What follows belongs to an exercise in optimizing a design on an open flow for small area, a short achievable clock period and few clock cycles; a production flow would make more cautious choices. In this exercise RTL edits were held to simulation tests only and were not proved equivalent to the original.

$ cat design/flow/design.v
module pq_search_mem (
  input             clock,
  input             reset,
  input      [2:0]  rd_address,
  output     [71:0] rd_data,
  input      [2:0]  wr_address,
  input      [3:0]  wr_mask,
  input      [71:0] wr_data,
  input             wr_write,
  input      [5:0]  srch_refID,
  input      [5:0]  srch_heapSize,
  output     [5:0]  srch_res,
  input             srch_search,
  output            srch_error,
  output reg        srch_done
);
  localparam S_IDLE = 2'd0, S_SEARCH = 2'd1, S_SETUP = 2'd2;
  reg [71:0] mem [0:7];
  reg [2:0]  rdAddrReg;
  reg [2:0]  wrAddrReg;
  reg [1:0]  stateReg;
  reg [5:0]  pointerReg;
  reg        errorFlag;
  reg [2:0]  rdAddr;
  reg [2:0]  wrAddr;
  reg [71:0] wrData;
  reg [3:0]  wrMask;
  reg        write;
  reg [1:0]  stateNext;
  reg [5:0]  pointerNext;
  reg        errorNext;
  wire [71:0] rdData = mem[rdAddrReg];
  assign rd_data = rdData;
  wire [3:0] resVec;
  assign resVec[0] = rdData[5:0]   == srch_refID;
  assign resVec[1] = rdData[23:18] == srch_refID;
  assign resVec[2] = rdData[41:36] == srch_refID;
  assign resVec[3] = rdData[59:54] == srch_refID;
  wire [1:0] resIdx = resVec[0] ? 2'd0 : resVec[1] ? 2'd1 : resVec[2] ? 2'd2 : 2'd3;
  wire [5:0] heapSizeM1 = srch_heapSize - 6'd1;
  wire [5:0] lastAddr = (srch_heapSize == 6'd0) ? 6'd0 : {2'b00, heapSizeM1[5:2]};
  wire [5:0] pointerInc = pointerReg + 6'd1;
  assign srch_res = pointerReg;
  assign srch_error = errorFlag;
  always @* begin
    rdAddr = rd_address;
    wrAddr = wr_address;
    wrData = wr_data;
    wrMask = wr_mask;
    write = wr_write;
    srch_done = 1'b1;
    stateNext = stateReg;
    pointerNext = pointerReg;
    errorNext = errorFlag;
    case (stateReg)
      S_SETUP: begin
        srch_done = 1'b0;
        pointerNext = pointerInc;
        wrAddr = pointerReg[2:0];
        wrData = {72{1'b1}};
        wrMask = 4'hf;
        write = 1'b1;
        if (pointerReg == 6'd9) stateNext = S_IDLE;
      end
      S_IDLE: begin
        if (srch_search) begin
          pointerNext = 6'd0;
          rdAddr = 3'd0;
          errorNext = 1'b0;
          stateNext = S_SEARCH;
        end
      end
      S_SEARCH: begin
        errorNext = 1'b0;
        srch_done = 1'b0;
        rdAddr = pointerInc[2:0];
        pointerNext = pointerInc;
        if ((resVec != 4'd0) || !srch_search) begin
          stateNext = S_IDLE;
          pointerNext = {pointerReg[3:0], 2'b00} + {4'd0, resIdx} + 6'd1;
        end else if (pointerReg >= lastAddr) begin
          errorNext = 1'b1;
          stateNext = S_IDLE;
        end
      end
      default: ;
    endcase
  end
  always @(posedge clock) begin
    rdAddrReg <= rdAddr;
    wrAddrReg <= wrAddr;
    if (write) begin
      if (wrMask[0]) mem[wrAddrReg][17:0]  <= wrData[17:0];
      if (wrMask[1]) mem[wrAddrReg][35:18] <= wrData[35:18];
      if (wrMask[2]) mem[wrAddrReg][53:36] <= wrData[53:36];
      if (wrMask[3]) mem[wrAddrReg][71:54] <= wrData[71:54];
    end
    if (reset) begin
      stateReg <= S_SETUP;
      pointerReg <= 6'd0;
      errorFlag <= 1'b0;
    end else begin
      stateReg <= stateNext;
      pointerReg <= pointerNext;
      errorFlag <= errorNext;
    end
  end
endmodule
module pq_min_finder (
  input  [17:0] v0,
  input  [17:0] v1,
  input  [17:0] v2,
  input  [17:0] v3,
  input  [17:0] v4,
  output [17:0] res,
  output [2:0]  index
);
  wire s01 = (((v0[9:6]) < (v1[9:6])) || (((v0[9:6]) == (v1[9:6])) && ((v0[17:10]) < (v1[17:10])))) || (((v0[9:6]) == (v1[9:6])) && ((v0[17:10]) == (v1[17:10])));
  wire [17:0] r01 = s01 ? v0 : v1;
  wire [2:0]  i01 = s01 ? 3'd0 : 3'd1;
  wire s012 = (((r01[9:6]) < (v2[9:6])) || (((r01[9:6]) == (v2[9:6])) && ((r01[17:10]) < (v2[17:10])))) || (((r01[9:6]) == (v2[9:6])) && ((r01[17:10]) == (v2[17:10])));
  wire [17:0] r012 = s012 ? r01 : v2;
  wire [2:0]  i012 = s012 ? i01 : 3'd2;
  wire s0123 = (((r012[9:6]) < (v3[9:6])) || (((r012[9:6]) == (v3[9:6])) && ((r012[17:10]) < (v3[17:10])))) || (((r012[9:6]) == (v3[9:6])) && ((r012[17:10]) == (v3[17:10])));
  wire [17:0] r0123 = s0123 ? r012 : v3;
  wire [2:0]  i0123 = s0123 ? i012 : 3'd3;
  wire s4 = (((r0123[9:6]) < (v4[9:6])) || (((r0123[9:6]) == (v4[9:6])) && ((r0123[17:10]) < (v4[17:10])))) || (((r0123[9:6]) == (v4[9:6])) && ((r0123[17:10]) == (v4[17:10])));
  assign res = s4 ? r0123 : v4;
  assign index = s4 ? i0123 : 3'd4;
endmodule
module pq_heapifier (
  input             clock,
  input             reset,
  input             heapifyUp,
  input             heapifyDown,
  output reg        done,
  output            swapped,
  input      [5:0]  idx,
  input      [5:0]  heapSize,
  output reg [2:0]  rd_address,
  input      [71:0] rd_data,
  output reg [2:0]  wr_address,
  output reg [3:0]  wr_mask,
  output reg [71:0] wr_data,
  output reg        wr_write,
  input      [17:0] head_rdData,
  output reg [17:0] head_wrData,
  output reg        head_write
);
  localparam IDLE = 4'd0, PRE_UP1 = 4'd1, PRE_DOWN1 = 4'd2, PRE_UP2 = 4'd3, PRE_DOWN2 = 4'd4,
             READ_UP = 4'd5, READ_DOWN = 4'd6, WB_UP1 = 4'd7, WB_DOWN1 = 4'd8,
             WB_UP2 = 4'd9, WB_DOWN2 = 4'd10;
  reg [3:0]  stateReg;
  reg [5:0]  indexReg;
  reg        swappedReg;
  reg [71:0] parentReg;
  reg [71:0] childrenReg;
  reg [2:0]  minIndexReg;
  reg [3:0]  stateNext;
  reg [5:0]  indexNext;
  reg        swappedNext;
  reg [71:0] parentNext;
  reg [71:0] childrenNext;
  reg [5:0]  addressIndex;
  wire [5:0] addrM1 = addressIndex - 6'd1;
  wire [2:0] ramAddressChildren = addressIndex[2:0];
  wire [2:0] ramAddressParent = addrM1[4:2];
  wire [5:0] idxM1 = indexReg - 6'd1;
  wire [1:0] parentOffset = (indexReg == 6'd0) ? 2'd0 : idxM1[1:0];
  wire [17:0] parent = parentReg[parentOffset*18 +: 18];
  wire [17:0] minRes;
  wire [2:0]  minIndex;
  pq_min_finder u_minFinder (
    .v0(parent), .v1(childrenReg[17:0]), .v2(childrenReg[35:18]),
    .v3(childrenReg[53:36]), .v4(childrenReg[71:54]),
    .res(minRes), .index(minIndex)
  );
  wire [5:0] nextIndexUp = {2'b00, idxM1[5:2]};
  wire [7:0] nextIndexDownW = {indexReg, 2'b00} + {5'd0, minIndexReg};
  wire [5:0] nextIndexDown = nextIndexDownW[5:0];
  wire [7:0] nextIndexDownSh = {nextIndexDown, 2'b00};
  wire swapRequired = minIndex != 3'd0;
  wire [2:0] minIndexM1 = minIndex - 3'd1;
  wire [1:0] childSlot = minIndexM1[1:0];
  assign swapped = swappedReg;
  always @* begin
    done = 1'b0;
    stateNext = stateReg;
    indexNext = indexReg;
    swappedNext = swappedReg;
    addressIndex = indexReg;
    case (stateReg)
      IDLE: begin
        done = 1'b1;
        indexNext = idx;
        if (heapifyUp) begin
          swappedNext = 1'b0;
          stateNext = PRE_UP1;
        end else if (heapifyDown) begin
          swappedNext = 1'b0;
          stateNext = PRE_DOWN1;
        end else begin
          stateNext = IDLE;
        end
      end
      PRE_UP1: stateNext = PRE_UP2;
      PRE_UP2: stateNext = READ_UP;
      READ_UP: stateNext = WB_UP1;
      WB_UP1: begin
        stateNext = WB_UP2;
        if (!swapRequired) stateNext = IDLE;
        else swappedNext = 1'b1;
      end
      WB_UP2: begin
        stateNext = READ_UP;
        indexNext = nextIndexUp;
        addressIndex = nextIndexUp;
        if (indexReg == 6'd0) stateNext = IDLE;
      end
      PRE_DOWN1: stateNext = PRE_DOWN2;
      PRE_DOWN2: stateNext = READ_DOWN;
      READ_DOWN: stateNext = WB_DOWN1;
      WB_DOWN1: begin
        stateNext = WB_DOWN2;
        if (!swapRequired) stateNext = IDLE;
        else swappedNext = 1'b1;
      end
      WB_DOWN2: begin
        stateNext = READ_DOWN;
        indexNext = nextIndexDown;
        addressIndex = nextIndexDown;
        if (nextIndexDownSh >= {2'b00, heapSize}) stateNext = IDLE;
      end
      default: ;
    endcase
  end
  always @* begin
    rd_address = 3'd0;
    wr_address = 3'd0;
    wr_data = childrenReg;
    wr_write = 1'b0;
    wr_mask = 4'hf;
    head_write = 1'b0;
    head_wrData = parentReg[17:0];
    parentNext = parentReg;
    childrenNext = childrenReg;
    case (stateReg)
      PRE_UP1: rd_address = ramAddressChildren;
      PRE_UP2: begin
        rd_address = ramAddressParent;
        childrenNext = rd_data;
      end
      READ_UP: begin
        wr_address = ramAddressChildren;
        if (indexReg == 6'd0) parentNext[17:0] = head_rdData;
        else parentNext = rd_data;
      end
      WB_UP1: begin
        wr_address = ramAddressParent;
        if (swapRequired) begin
          wr_data = childrenReg;
          wr_data[childSlot*18 +: 18] = parent;
          wr_write = 1'b1;
        end
      end
      WB_UP2: begin
        rd_address = ramAddressParent;
        childrenNext = parentReg;
        childrenNext[parentOffset*18 +: 18] = minRes;
        if (swapRequired) begin
          if (indexReg == 6'd0) begin
            head_wrData = minRes;
            head_write = 1'b1;
          end else begin
            wr_data = parentReg;
            wr_data[parentOffset*18 +: 18] = minRes;
            wr_write = 1'b1;
          end
        end
      end
      PRE_DOWN1: rd_address = ramAddressParent;
      PRE_DOWN2: begin
        rd_address = ramAddressChildren;
        if (indexReg == 6'd0) parentNext[17:0] = head_rdData;
        else parentNext = rd_data;
      end
      READ_DOWN: begin
        wr_address = ramAddressParent;
        childrenNext = rd_data;
      end
      WB_DOWN1: begin
        wr_address = ramAddressChildren;
        if (swapRequired) begin
          if (indexReg == 6'd0) begin
            head_wrData = minRes;
            head_write = 1'b1;
          end else begin
            wr_data = parentReg;
            wr_data[parentOffset*18 +: 18] = minRes;
            wr_write = 1'b1;
          end
        end
      end
      WB_DOWN2: begin
        rd_address = ramAddressChildren;
        parentNext = childrenReg;
        parentNext[childSlot*18 +: 18] = parent;
        if (swapRequired) begin
          wr_data = childrenReg;
          wr_data[childSlot*18 +: 18] = parent;
          wr_write = 1'b1;
        end
      end
      default: ;
    endcase
  end
  always @(posedge clock) begin
    minIndexReg <= minIndex;
    if (reset) begin
      stateReg <= IDLE;
      indexReg <= 6'd0;
      swappedReg <= 1'b0;
      parentReg <= 72'd0;
      childrenReg <= 72'd0;
    end else begin
      stateReg <= stateNext;
      indexReg <= indexNext;
      swappedReg <= swappedNext;
      parentReg <= parentNext;
      childrenReg <= childrenNext;
    end
  end
endmodule
module pq_queue_control (
  input             clock,
  input             reset,
  output            head_valid,
  output            head_none,
  output     [17:0] head_data,
  input             cmd_valid,
  input             cmd_op,
  input      [11:0] cmd_prio,      
  input      [5:0]  cmd_refID,
  output reg        cmd_done,
  output            cmd_result,
  output     [11:0] cmd_rm_prio,   
  output reg [2:0]  rd_address,
  input      [71:0] rd_data,
  output reg [2:0]  wr_address,
  output reg [3:0]  wr_mask,
  output reg [71:0] wr_data,
  output reg        wr_write,
  output     [5:0]  srch_refID,
  output     [5:0]  srch_heapSize,
  input      [5:0]  srch_res,
  output reg        srch_search,
  input             srch_error,
  input             srch_done
);
  localparam IDLE = 4'd0, HEAD_INSERTION = 4'd1, NORMAL_INSERTION = 4'd2, INIT_SEARCH = 4'd3,
             WAIT_FOR_SEARCH = 4'd4, RESET_CELL = 4'd5, LAST_REMOVAL = 4'd6, HEAD_REMOVAL = 4'd7,
             TAIL_REMOVAL = 4'd8, REMOVAL = 4'd9, WAIT_FOR_HEAPIFY_UP = 4'd10,
             WAIT_FOR_HEAPIFY_DOWN = 4'd11;
  reg [3:0]  stateReg;
  reg [5:0]  heapSizeReg;
  reg [17:0] headReg;
  reg [71:0] tempReg;
  reg [5:0]  removalIndex;
  reg [11:0] removedPrio;
  reg        headValid;
  reg        errorReg;
  reg [3:0]  stateNext;
  reg [5:0]  heapSizeNext;
  reg [17:0] headNext;
  reg [71:0] tempNext;
  reg [5:0]  removalIndexNext;
  reg [11:0] removedPrioNext;
  reg        headValidNext;
  reg        errorNext;
  reg [5:0]  wrIndex;
  reg [5:0]  rdIndex;
  wire [5:0] wrIndexM1 = wrIndex - 6'd1;
  wire [5:0] rdIndexM1 = rdIndex - 6'd1;
  wire [2:0] wrIndexToRam = wrIndexM1[4:2];
  wire [2:0] rdIndexToRam = rdIndexM1[4:2];
  wire [1:0] wrIndexOffset = (wrIndex == 6'd0) ? 2'd0 : wrIndexM1[1:0];
  wire [1:0] rdIndexOffset = (rdIndex == 6'd0) ? 2'd0 : rdIndexM1[1:0];
  wire [5:0] incHeapsize = heapSizeReg + 6'd1;
  wire [5:0] decHeapsize = heapSizeReg - 6'd1;
  reg        hf_heapifyUp;
  reg        hf_heapifyDown;
  reg [5:0]  hf_idx;
  wire       hf_done;
  wire       hf_swapped;
  wire [2:0] hf_rd_address;
  wire [2:0] hf_wr_address;
  wire [3:0] hf_wr_mask;
  wire [71:0] hf_wr_data;
  wire       hf_wr_write;
  wire [17:0] hf_head_wrData;
  wire       hf_head_write;
  pq_heapifier u_heapifier (
    .clock(clock), .reset(reset),
    .heapifyUp(hf_heapifyUp), .heapifyDown(hf_heapifyDown),
    .done(hf_done), .swapped(hf_swapped), .idx(hf_idx), .heapSize(heapSizeReg),
    .rd_address(hf_rd_address), .rd_data(rd_data),
    .wr_address(hf_wr_address), .wr_mask(hf_wr_mask), .wr_data(hf_wr_data), .wr_write(hf_wr_write),
    .head_rdData(headReg), .head_wrData(hf_head_wrData), .head_write(hf_head_write)
  );
  wire [17:0] cmdElem = {cmd_prio, cmd_refID};
  wire [17:0] tempAtRd = tempReg[rdIndexOffset*18 +: 18];
  wire [17:0] rdAtRd = rd_data[rdIndexOffset*18 +: 18];
  wire [17:0] rdAtWr = rd_data[wrIndexOffset*18 +: 18];
  wire [7:0]  remShift = {removalIndex, 2'b00} + 8'd1;
  wire [5:0]  removalIndexM1 = removalIndex - 6'd1;
  wire [5:0]  heapSizeM1 = heapSizeReg - 6'd1;
  assign head_data = headReg;
  assign head_none = heapSizeReg == 6'd0;
  assign head_valid = headValid;
  assign cmd_result = errorReg;
  assign cmd_rm_prio = removedPrio;
  assign srch_refID = cmd_refID;
  assign srch_heapSize = heapSizeReg;
  always @* begin
    stateNext = stateReg;
    heapSizeNext = heapSizeReg;
    headNext = hf_head_write ? hf_head_wrData : headReg;
    tempNext = tempReg;
    removalIndexNext = removalIndex;
    removedPrioNext = removedPrio;
    headValidNext = headValid;
    errorNext = errorReg;
    wrIndex = 6'd0;
    rdIndex = 6'd0;
    hf_heapifyUp = 1'b0;
    hf_heapifyDown = 1'b0;
    hf_idx = heapSizeReg;
    rd_address = hf_rd_address;
    wr_address = hf_wr_address;
    wr_data = hf_wr_data;
    wr_write = hf_wr_write;
    wr_mask = hf_wr_mask;
    cmd_done = 1'b0;
    srch_search = 1'b0;
    case (stateReg)
      IDLE: begin
        cmd_done = 1'b1;
        wrIndex = heapSizeReg;
        rdIndex = decHeapsize;
        wr_address = wrIndexToRam;
        rd_address = rdIndexToRam;
        if (heapSizeReg != 6'd0) headValidNext = 1'b1;
        if (cmd_valid) begin
          errorNext = 1'b0;
          if (cmd_op) begin
            headValidNext = 1'b0;
            stateNext = NORMAL_INSERTION;
            if (heapSizeReg == 6'd33) begin
              errorNext = 1'b1;
              stateNext = IDLE;
            end else if (heapSizeReg == 6'd0) begin
              stateNext = HEAD_INSERTION;
            end
          end else begin
            headValidNext = 1'b0;
            if (heapSizeReg != 6'd0) begin
              if (heapSizeReg == 6'd1 && headReg[5:0] != cmd_refID) begin
                errorNext = 1'b1;
                stateNext = IDLE;
                removedPrioNext = 12'd0;
              end else if (heapSizeReg == 6'd1 && headReg[5:0] == cmd_refID) begin
                stateNext = LAST_REMOVAL;
              end else begin
                stateNext = INIT_SEARCH;
              end
            end else begin
              removedPrioNext = 12'd0;
              stateNext = IDLE;
              errorNext = 1'b1;
            end
          end
        end
      end
      HEAD_INSERTION: begin
        headNext = cmdElem;
        heapSizeNext = incHeapsize;
        stateNext = IDLE;
      end
      NORMAL_INSERTION: begin
        wrIndex = heapSizeReg;
        wr_data[wrIndexOffset*18 +: 18] = cmdElem;
        wr_mask = 4'b0001 << wrIndexOffset;
        wr_write = 1'b1;
        heapSizeNext = incHeapsize;
        hf_idx = (heapSizeReg < 6'd5) ? 6'd0 : {2'b00, heapSizeM1[5:2]};
        hf_heapifyUp = 1'b1;
        stateNext = WAIT_FOR_HEAPIFY_UP;
      end
      INIT_SEARCH: begin
        srch_search = 1'b1;
        heapSizeNext = decHeapsize;
        rdIndex = decHeapsize;
        tempNext = rd_data;
        wrIndex = decHeapsize;
        wr_address = wrIndexToRam;
        stateNext = WAIT_FOR_SEARCH;
        headValidNext = 1'b1;
        if (headReg[5:0] == cmd_refID) begin
          stateNext = HEAD_REMOVAL;
          headValidNext = 1'b0;
          removedPrioNext = headReg[17:6];
        end else if (rdAtRd[5:0] == cmd_refID) begin
          stateNext = TAIL_REMOVAL;
          removedPrioNext = rdAtRd[17:6];
        end
      end
      WAIT_FOR_SEARCH: begin
        wrIndex = heapSizeReg;
        wr_address = wrIndexToRam;
        rdIndex = srch_res;
        rd_address = rdIndexToRam;
        srch_search = 1'b1;
        if (srch_error) begin
          removedPrioNext = 12'd0;
          errorNext = 1'b1;
          stateNext = IDLE;
          heapSizeNext = incHeapsize;
          srch_search = 1'b0;
        end else if (srch_done) begin
          removalIndexNext = srch_res;
          stateNext = RESET_CELL;
          srch_search = 1'b0;
        end
      end
      RESET_CELL: begin
        rdIndex = heapSizeReg;
        wr_data[rdIndexOffset*18 +: 18] = {18{1'b1}};
        wr_mask = 4'b0001 << rdIndexOffset;
        wr_write = 1'b1;
        wrIndex = removalIndex;
        wr_address = wrIndexToRam;
        removedPrioNext = rdAtWr[17:6];
        stateNext = REMOVAL;
      end
      LAST_REMOVAL: begin
        removedPrioNext = headReg[17:6];
        heapSizeNext = decHeapsize;
        stateNext = IDLE;
      end
      HEAD_REMOVAL: begin
        rdIndex = heapSizeReg;
        wrIndex = removalIndex;
        headNext = tempAtRd;
        wr_data[rdIndexOffset*18 +: 18] = {18{1'b1}};
        wr_mask = 4'b0001 << rdIndexOffset;
        wr_write = 1'b1;
        hf_heapifyDown = 1'b1;
        hf_idx = 6'd0;
        stateNext = WAIT_FOR_HEAPIFY_DOWN;
      end
      TAIL_REMOVAL: begin
        wrIndex = heapSizeReg;
        wr_data[wrIndexOffset*18 +: 18] = {18{1'b1}};
        wr_mask = 4'b0001 << wrIndexOffset;
        wr_write = 1'b1;
        stateNext = IDLE;
      end
      REMOVAL: begin
        wrIndex = removalIndex;
        rdIndex = heapSizeReg;
        wr_data[wrIndexOffset*18 +: 18] = tempAtRd;
        wr_mask = 4'b0001 << wrIndexOffset;
        wr_write = 1'b1;
        hf_heapifyUp = 1'b1;
        hf_idx = (removalIndex < 6'd5) ? 6'd0 : {2'b00, removalIndexM1[5:2]};
        stateNext = WAIT_FOR_HEAPIFY_UP;
      end
      WAIT_FOR_HEAPIFY_UP: begin
        stateNext = WAIT_FOR_HEAPIFY_UP;
        if (hf_done) begin
          stateNext = IDLE;
          if (!cmd_op && !hf_swapped && (remShift < 8'd33)) begin
            hf_idx = removalIndex;
            hf_heapifyDown = 1'b1;
            stateNext = WAIT_FOR_HEAPIFY_DOWN;
          end
        end else begin
          hf_heapifyUp = 1'b1;
        end
      end
      WAIT_FOR_HEAPIFY_DOWN: begin
        stateNext = WAIT_FOR_HEAPIFY_DOWN;
        if (hf_done) stateNext = IDLE;
        else hf_heapifyDown = 1'b1;
      end
      default: ;
    endcase
  end
  always @(posedge clock) begin
    if (reset) begin
      stateReg <= IDLE;
      heapSizeReg <= 6'd0;
      headReg <= {18{1'b1}};
      tempReg <= 72'd0;
      removalIndex <= 6'd0;
      removedPrio <= 12'd0;
      headValid <= 1'b1;
      errorReg <= 1'b0;
    end else begin
      stateReg <= stateNext;
      heapSizeReg <= heapSizeNext;
      headReg <= headNext;
      tempReg <= tempNext;
      removalIndex <= removalIndexNext;
      removedPrio <= removedPrioNext;
      headValid <= headValidNext;
      errorReg <= errorNext;
    end
  end
endmodule
module PriorityQueue (
  input         clock,
  input         reset,
  output        io_head_valid,
  output        io_head_none,
  output [7:0]  io_head_prio_cycle,
  output [3:0]  io_head_prio_superCycle,
  output [5:0]  io_head_refID,
  input         io_cmd_valid,
  input         io_cmd_op,
  input  [7:0]  io_cmd_prio_cycle,
  input  [3:0]  io_cmd_prio_superCycle,
  input  [5:0]  io_cmd_refID,
  output        io_cmd_done,
  output        io_cmd_result,
  output [7:0]  io_cmd_rm_prio_cycle,
  output [3:0]  io_cmd_rm_prio_superCycle
);
  wire [2:0]  rd_address;
  wire [71:0] rd_data;
  wire [2:0]  wr_address;
  wire [3:0]  wr_mask;
  wire [71:0] wr_data;
  wire        wr_write;
  wire [5:0]  srch_refID;
  wire [5:0]  srch_heapSize;
  wire [5:0]  srch_res;
  wire        srch_search;
  wire        srch_error;
  wire        srch_done;
  wire        queue_done;
  wire [17:0] head_data;
  wire [11:0] rm_prio;
  pq_search_mem u_mem (
    .clock(clock), .reset(reset),
    .rd_address(rd_address), .rd_data(rd_data),
    .wr_address(wr_address), .wr_mask(wr_mask), .wr_data(wr_data), .wr_write(wr_write),
    .srch_refID(srch_refID), .srch_heapSize(srch_heapSize), .srch_res(srch_res),
    .srch_search(srch_search), .srch_error(srch_error), .srch_done(srch_done)
  );
  pq_queue_control u_queue (
    .clock(clock), .reset(reset),
    .head_valid(io_head_valid), .head_none(io_head_none), .head_data(head_data),
    .cmd_valid(io_cmd_valid), .cmd_op(io_cmd_op),
    .cmd_prio({io_cmd_prio_cycle, io_cmd_prio_superCycle}), .cmd_refID(io_cmd_refID),
    .cmd_done(queue_done), .cmd_result(io_cmd_result), .cmd_rm_prio(rm_prio),
    .rd_address(rd_address), .rd_data(rd_data),
    .wr_address(wr_address), .wr_mask(wr_mask), .wr_data(wr_data), .wr_write(wr_write),
    .srch_refID(srch_refID), .srch_heapSize(srch_heapSize), .srch_res(srch_res),
    .srch_search(srch_search), .srch_error(srch_error), .srch_done(srch_done)
  );
  assign io_head_prio_cycle = head_data[17:10];
  assign io_head_prio_superCycle = head_data[9:6];
  assign io_head_refID = head_data[5:0];
  assign io_cmd_done = srch_done && queue_done;
  assign io_cmd_rm_prio_cycle = rm_prio[11:4];
  assign io_cmd_rm_prio_superCycle = rm_prio[3:0];
endmodule
$ cat design/flow/constraint.sdc
create_clock -name core_clock -period 12.0 [get_ports {clock}]
set_input_delay 2.4000 -clock core_clock [delete_from_list [all_inputs] [get_ports {clock}]]
set_output_delay 2.4000 -clock core_clock [all_outputs]
set_load 0.01 [all_outputs]
$ cat design/flow/config.mk
export PLATFORM = sky130hd
export DESIGN_NAME = PriorityQueue
export DESIGN_NICKNAME = PriorityQueue
export VERILOG_FILES = /design/flow/design.v
export SDC_FILE = /design/flow/constraint.sdc
export NUM_CORES = 4
export LEC_CHECK = 0
export CAP_MARGIN = 20
export CORE_MARGIN = 2
export CORE_UTILIZATION = 30
export SETUP_SLACK_MARGIN = 0.6
export SLEW_MARGIN = 20
$ cat design/flow/run.sh
#!/bin/bash
# synth_recipe.tcl (not shown) runs the flow's synth.tcl, then flattens the netlist and writes it again
# the make line also repeats each setting of config.mk as NAME=value (left out here)
make -C /OpenROAD-flow-scripts/flow DESIGN_CONFIG=/design/flow/config.mk WORK_HOME=/design/flow/orfs CLKGATE_MAP_FILE= SYNTH_SCRIPT=/design/flow/synth_recipe.tcl finish
==> flow_results.org <==
** STA
- Fin Hold WS :: 0.464 ns
- Ratio of final minimum period to clock period :: 92.8%
- Setup slack of the critical path after layout :: 0.864 ns
- Hold violation total from the final report :: 0
- At the pin with the least slew margin, the transition time is 1.23 ns.
- Setup Skew :: 0.0621 ns
- The clock period could shrink to 11.14 ns.
- RSZ-0062 raised after global routing :: no
- Count of final max-slew check failures :: 0
- Setup violations remaining at the end of the flow were counted as 0.
- Headroom to the max-slew limit came out at 18.0%.
- Fmax :: 0.0898 GHz

** Drt
- Count of TritonRoute iterations in the first routing pass :: 7
- The detailed router finished its first iteration with 7758 violations.
- In the final routed layout, each cell accounts on average for 41.0 um.
- Once detail routing completed, the nets flagged for antenna violations numbered 0.
- Detailed routing inserted a total of 48291 vias.
- Routed via count divided by cell count :: 6.45
- Post-Route WL :: 307000 um
- Number of design rule violations left after detail routing :: 0

** Placed design
- Placed Instances :: 7280
- DP Wirelength :: 235000 um
- Number of port buffers :: 55
- Prior to clock tree synthesis, the placed netlist has a worst setup slack of -0.155 ns.
- Routability Congestion :: 1.08
- The placed instances occupy a cell area of 55900 sq um.

** GRT
- Total Routing Usage GR :: 35.3%
- For this run, global-route usage on met3 was measured as 9.81%.
- Pin count of the biggest net entering global routing :: 79
- Number of antenna violations at the first check in global routing :: 33
- Routing layer with the top usage in global route :: met2
- Met2 track demand over resource in global routing :: 51.5%
- First-pass GRT wire length :: 408000 um
- The via count of the first global-routing pass came to 45121.
- Global route total overflow :: 0
- Met1 layer usage reported by global route :: 46.3%

** Setup path
- Crit Path Class :: flip-flop to flip-flop
- Source of the worst register-to-register timing path :: u_queue.u_heapifier.indexReg[0]
- Data arrives at the worst endpoint at 11.65 ns.
- Slowest cell on the critical path :: sky130_fd_sc_hd__a211oi_1
- The largest single stage delay on the critical path is 0.53 ns.
- Most numerous cell on the critical path :: sky130_fd_sc_hd__buf_4
- Worst setup startpoint :: u_queue.u_heapifier.indexReg[0]
- Category of the worst setup path capture point :: flip-flop
- Of all nets on the critical path, the largest fanout is 18.
- The worst setup path is launched from a flip-flop.
- At the worst endpoint, the required time is 12.51 ns.

** Synth
- Syn Inst Count :: 4899
- By count the netlist is led by sky130_fd_sc_hd__nor2_1 (612), sky130_fd_sc_hd__edfxtp_1 (576), sky130_fd_sc_hd__nand2_1 (380), sky130_fd_sc_hd__dfxtp_1 (293), sky130_fd_sc_hd__clkbuf_1 (276).
- By instance count, the leading cell after synthesis is sky130_fd_sc_hd__nor2_1.
- Synthesis inferred 869 register bits.
- Sequential-to-total area share from yosys stat :: 46.5%
- Fraction of post-synthesis cell area in the top cell type by area :: 34.7%
- Most area-hungry cell type in the Yosys netlist :: sky130_fd_sc_hd__edfxtp_1
- The number of different library cells used by synthesis comes to 103.
- Summing every instance area after synthesis gives 49800 sq um.
- The most used flip-flop cell after synthesis is sky130_fd_sc_hd__edfxtp_1.
- Number of synthesized flops with an enable pin :: 576
- Counting flops with an async set or reset pin after synthesis yields a share of 0%.
- Average cell area after synthesis :: 10.2 sq um
- Syn nets :: 5016
- Top area cells in the synthesized netlist :: sky130_fd_sc_hd__edfxtp_1 (35%), sky130_fd_sc_hd__dfxtp_1 (12%), sky130_fd_sc_hd__mux4_2 (6.0%)
- Synth warnings :: 3

** Floorplan
- The die is 411 um tall.
- In this run the count of I/O pins placed on the die edge is 56.
- Placeable core region :: 165000 sq um
- Initial core utilization :: 30.2%
- Overall die area :: 169000 sq um
- Number of standard-cell rows in the floorplan :: 149
- DIE WIDTH :: 411 um

** Layout
- Final design area excluding fillers :: 59700 sq um
- Fin util :: 36.2%
- The post-route netlist has 19.9% of its cells at a drive strength greater than 1.
- Relative to the synthesized area, the layout overhead comes to 19.9%.
- The net count of the finished layout is 5318.
- Final Instance Count excl. Fillers :: 7491

** Clocking
- Worst-skew pair later-pin latency :: 0.78 ns
- Buffers inserted during clock tree synthesis total 99.
- The tree built by TritonCTS fans out to 869 sinks.
- TritonCTS clock tree :: yes
- The H-tree was split into 3 levels.
- Max Root-Sink Buffers :: 3
- Hold bufs inserted after CTS :: 0
- After clock tree synthesis, the clock-pin slew on the worst setup and hold paths is 0.06 ns.
- Buffer cell driving the clock tree root :: sky130_fd_sc_hd__clkbuf_16

** Run status
- The flow ran to the end and the layout has no timing, DRC or antenna violations.

** Hold path
- Min-delay worst type :: flip-flop to flip-flop
- HP Start :: u_queue.tempReg[18]

** Run
- Across the run, the number of max-cap violations was 0.
==> final cells by class <==
type	instances	area (sq um)
Tap cell	2189	2740
Multi-Input combinational cell	3522	25200
Clock buffer	113	2540
Fill cell	16501	105000
Antenna cell	17	42.5
Timing Repair Buffer	576	4610
Clock inverter	72	898
Sequential cell	869	23200
Inverter	133	500
==> per-layer routing <==
metal | wire (um) | vias to the layer above
met2 | 128000 | 3252
met4 | 22600 | 22
met1 | 125000 | 24445
met3 | 31800 | 871
met5 | 170 | -
li1 | - | 19701
==> layout by cell type, fill, tap and decap left out, drive strengths merged, types with 124 or more instances in the layout <==
cell type | Yosys | layout
a211oi | 124 | 124
a21oi | 263 | 263
a221oi | 149 | 149
buf | 100 | 522
dfxtp | 293 | 293
edfxtp | 576 | 576
inv | 129 | 137
mux2i | 157 | 157
mux4 | 133 | 133
nand2 | 381 | 381
nor2 | 612 | 612
o21ai | 252 | 252
==> critical path: cells and delay by family, from the launching register on <==
family	cells	cell delay, ns
compound gates	22	4.97
simple gates	9	1.23
fa+ha+maj	6	1.76
flops	1	0.37
buf+inv	12	2.17
mux	1	0.32
==> flip-flops by register name (all words and copies together), names as in the netlist, 6 cells and up, named ones only <==
name	count
u_mem.mem	576
u_queue.tempReg	72
u_queue.u_heapifier.childrenReg	72
u_queue.u_heapifier.parentReg	72
u_queue.headReg	18
u_queue.removedPrio	12
u_mem.pointerReg	6
u_queue.heapSizeReg	6
u_queue.removalIndex	6
u_queue.u_heapifier.indexReg	6
==> stage by stage <==
stage,setup TNS [ns]
finish,0
CTS,0
detailed placement,-1.24
global route,0
floorplan,0
global placement,-1.22
==> final timing paths <==
| path | to | slack, ns | cells after the start |
|---|---|---|---|
| worst max-delay path | u_mem.mem[1][24] | 0.86 | 50 |
| worst min-delay path | u_queue.tempReg[18] | 0.46 | 2 |
| worst max register to register | u_mem.mem[1][24] | 0.86 | 50 |
| worst min register to register | u_queue.tempReg[18] | 0.46 | 2 |
==> what timing repair did <==
item                                   4_1_cts  5_1_grt
setup endpoints to repair                  511     1221
cloned                                       0        1
pin swaps                                    2        4
resized for setup                           15       45
setup buffers                                4        3
endpoints found under the hold margin        0        0
==> cells by family after synthesis <==
| family | synth area share [%] |
|---|---|
| AO/OA/AOI/OAI | 22.5 |
| XOR/XNOR | 1.04 |
| adder cells (fa/ha/maj) | 2.41 |
| buffers and inverters | 4.19 |
| flip-flops | 46.5 |
| multiplexers | 10.1 |
| AND/OR/NAND/NOR | 13.3 |
Testbench counts, summed over its fixed seeds: cycles 35,271.

[re-timing with driven ports]
No port has a modelled driver above. Below, the same layout with a new extraction and two added sets of constraints.
Step 1 (the two cells are an assumption about what drives the block):
set clk [get_ports {clock}]
set_driving_cell -lib_cell sky130_fd_sc_hd__clkbuf_16 $clk
set_driving_cell -lib_cell sky130_fd_sc_hd__buf_2 [delete_from_list [all_inputs] $clk]
Step 2 also shifts input and output timing later by t, the mid clock arrival at the registers, as if the neighbouring blocks saw the same clock.
a / b / c = no drivers / after step 1 / after step 2; a / b = the first two.
t (ns): 0.820
setup WS [ns]: 0.864 / 0.864 / 0.864
clock arrival spread, ns: 0.062 / 0.062
worst slew at a driven data input, ns: 0.08
After both steps setup and hold are still met in this run. For this run, drivers alone change the setup slack by 0.000 ns; drivers and shift together by 0.000 ns.
